Source: an optimization exercise on an open RTL-to-GDS flow (aim: small area, a short achievable clock period and few clock cycles per item). Production flows keep margins and buffers that such runs may drop. In this exercise RTL edits were held to simulation tests only and were not proved equivalent to the original. Power figures rest on the tool's default switching activity, not on a simulated workload.

Setup of exp/willow:
// mdu_top
module mdu_top
(
    input  logic         clk,
    input  logic         rst,
    input  logic         in_valid,
    input  logic [2:0]   in_op,
    input  logic [31:0]  in_rs1,
    input  logic [31:0]  in_rs2,
    input  logic [31:0]  in_pc,
    input  logic [31:0]  in_inst,
    input  logic [4:0]   in_rd_addr,
    input  logic [4:0]   in_rs1_addr,
    input  logic [4:0]   in_rs2_addr,
    input  logic         in_regf_we,
    input  logic [4:0]   in_rob_idx,
    output logic         out_valid,
    output logic [31:0]  out_rd_data,
    output logic [31:0]  out_pc,
    output logic [31:0]  out_inst,
    output logic [4:0]   out_rd_addr,
    output logic [4:0]   out_rs1_addr,
    output logic [4:0]   out_rs2_addr,
    output logic         out_regf_we,
    output logic [4:0]   out_rob_idx
);
clock: 13.0 ns
lec_check: 0
abc_area: 1
cap_margin: 30
core_margin: 2
core_utilization: 40
setup_slack_margin: 5
slew_margin: 30
run.sh (not shown) runs the stock make flow with config.mk's settings and CLKGATE_MAP_FILE= SYNTH_SCRIPT=/design/flow/synth_recipe.tcl, a recipe that flattens the netlist after the stock synthesis.
Testbench counts of exp/willow, summed over its fixed seeds: cycles 142,920, ops 24,000.
> inputs changed (exp/willow -> exp/sierra)
Settings: putting CTS_BUF_LIST at sky130_fd_sc_hd__clkbuf_4 sky130_fd_sc_hd__clkbuf_8 where nothing was set; putting CTS_CLUSTER_SIZE at 30 where nothing was set; putting TNS_END_PERCENT at 20 where nothing was set.
==> comparison <==
[compare] base=exp/willow new=exp/sierra: initial DRC count went up 3.7%; highest clock frequency the design can meet went down 3.2%; worst setup slack went down 250 ps.
Per the comparison of exp/sierra with exp/willow, count of cells resized by post-cts repair fell 1, aggregate routed wire length fell 0.75%, global-route track usage on met3 about even, worst path buffer plus inverter count fell 5, routed length per placed instance fell about 0.8%.
Of the two values seen for worst setup path endpoint, mul_inst.L[6]$_DFF_P_ was produced by exp/willow and mul_inst.cnt[4]$_DFF_P_ by exp/sierra.

---

mdu_top again, from the RTL that the note above started with.
clock: 13.0 ns
lec_check: 0
abc_area: 1
cap_margin: 30
core_margin: 2
core_utilization: 40
cts_buf_list: sky130_fd_sc_hd__clkbuf_4 sky130_fd_sc_hd__clkbuf_8
cts_cluster_size: 50
setup_slack_margin: 5
slew_margin: 30
The first run produced a clean layout.
Testbench counts at the start, summed over its fixed seeds: cycles 142,920, ops 24,000.
Edit:
- CTS_CLUSTER_SIZE: 50 -> 30
- GPL_ROUTABILITY_DRIVEN: not set -> 0
Worst setup slack degrades by 0.040 ns.
Total power goes up slightly.
Core utilization stays flat.
Edit:
- ABC_CLOCK_PERIOD_IN_PS: not set -> 7000
- CTS_BUF_LIST: sky130_fd_sc_hd__clkbuf_4 sky130_fd_sc_hd__clkbuf_8 -> not set
- CTS_CLUSTER_SIZE: 30 -> not set
- GPL_ROUTABILITY_DRIVEN: 0 -> not set
Effect: The new run completed with no timing, DRC or antenna violations; design area went up by 1.0%; fmax hardly moves; via count stays flat; wire length went up by 7.0%.
Edit:
- ABC_AREA: 1 -> not set
- ABC_CLOCK_PERIOD_IN_PS: 7000 -> not set
- CTS_BUF_LIST: not set -> sky130_fd_sc_hd__clkbuf_4 sky130_fd_sc_hd__clkbuf_8
- CTS_CLUSTER_SIZE: not set -> 30
Effect: The new run went through all stages and came out clean; die area increases by a few percent; global-route usage fell by 0.61 points; worst hold slack gains 0.054 ns; utilization rose by 0.45 points; sequential power drops by roughly a tenth; worst setup slack gets worse by 0.046 ns; area after synthesis is higher by a few percent; power came out lower by a few percent; via count goes down by a few percent; non-clock buffer count goes up by 46; wire length falls slightly.
Edit:
- ABC_AREA: not set -> 1
- PLACE_DENSITY: not set -> 0.7
Result: Setup slack loses 0.034 ns. Register-to-register slack is better by 0.12 ns. Via count grows by a few percent. Sequential share of layout area climbs by 0.36 points. Global-route usage increases by 0.43 points. Routed wire length is about the same. Final area falls by a few percent. First-iteration DRC count shrinks slightly. Flip-flop and latch count stays the same. Clock skew is higher by 0.0049 ns. Power climbs by a few percent.

---

## fjord
Starting RTL as in the previous note.
Settings: LEC_CHECK=0, ABC_AREA=1, CAP_MARGIN=30, CORE_MARGIN=2, CORE_UTILIZATION=40, CTS_BUF_LIST=sky130_fd_sc_hd__clkbuf_4 sky130_fd_sc_hd__clkbuf_8, CTS_CLUSTER_SIZE=30, SETUP_SLACK_MARGIN=5, SLEW_MARGIN=30; clock period 13.0 ns.
Testbench counts of fjord, summed over its fixed seeds: cycles 142,920, ops 24,000.
## Diff of input files: onyx against fjord
- CORE_UTILIZATION changed from 40 to 55
- CTS_CLUSTER_SIZE removed (was 30)
- CTS_BUF_LIST removed (was sky130_fd_sc_hd__clkbuf_4 sky130_fd_sc_hd__clkbuf_8)
## What came out
Number of nets in the final layout, onyx and fjord: larger value in onyx. Relative to fjord, the worst vdd rail ir drop measured on onyx has increased slightly. onyx vs fjord, met3 global-route usage went up by 8.1 points. The startpoint of the most critical setup path comes out in_rs1[31] in one run and in_rs2[31] in the other, namely in fjord and onyx respectively. Sort onyx and fjord by global-route usage, descending, and onyx comes first. Growth of design area from synthesis to finish: onyx vs fjord up 0.39 points.

## static timing again, ports no longer ideal
The results above use ideal ports. As a check the final layouts listed here were re-extracted and re-timed, cells and wires unchanged. Step 1, drivers: a clkbuf_16 drives clk and a buf_2 each remaining input, both assumed. Step 2, shift: input delay + t, output delay - t, t = (earliest + latest rising clock arrival at the registers) / 2. This alone moves slack from input paths to output paths. Three values: no drivers, after step 1, after step 2; two values: the first two.
| run | t (ns) | slack for setup (ns) | hold WS [ns] | worst data-port slew with drivers (ns) |
|---|---|---|---|---|
| exp/willow | 0.492 | 5.280 / 5.322 / 4.830 | 0.468 / 0.468 / 0.468 | 0.06 |
| exp/sierra | 0.520 | 5.026 / 5.055 / 4.535 | 0.471 / 0.471 / 0.471 | 0.06 |
| the first run of note 2 | 0.524 | 5.332 / 5.352 / 4.841 | 0.471 / 0.471 / 0.471 | 0.06 |
| the second run of note 2 | 0.518 | 5.292 / 5.255 / 4.737 | 0.467 / 0.467 / 0.467 | 0.08 |
| the third run of note 2 | 0.492 | 5.280 / 5.322 / 4.830 | 0.468 / 0.468 / 0.468 | 0.06 |
| the fourth run of note 2 | 0.549 | 5.234 / 5.270 / 4.721 | 0.523 / 0.523 / 0.523 | 0.07 |
| the fifth run of note 2 | 0.542 | 5.200 / 5.207 / 4.665 | 0.468 / 0.468 / 0.468 | 0.08 |
| fjord | 0.524 | 5.332 / 5.352 / 4.841 | 0.471 / 0.471 / 0.471 | 0.06 |
| onyx | 0.494 | 5.138 / 5.171 / 4.676 | 0.473 / 0.473 / 0.473 | 0.10 |
After both steps every run listed still meets setup and hold. The setup slack of the second run of note 2, which loses most, moves by -0.037 ns with the drivers and by -0.555 ns with both steps.
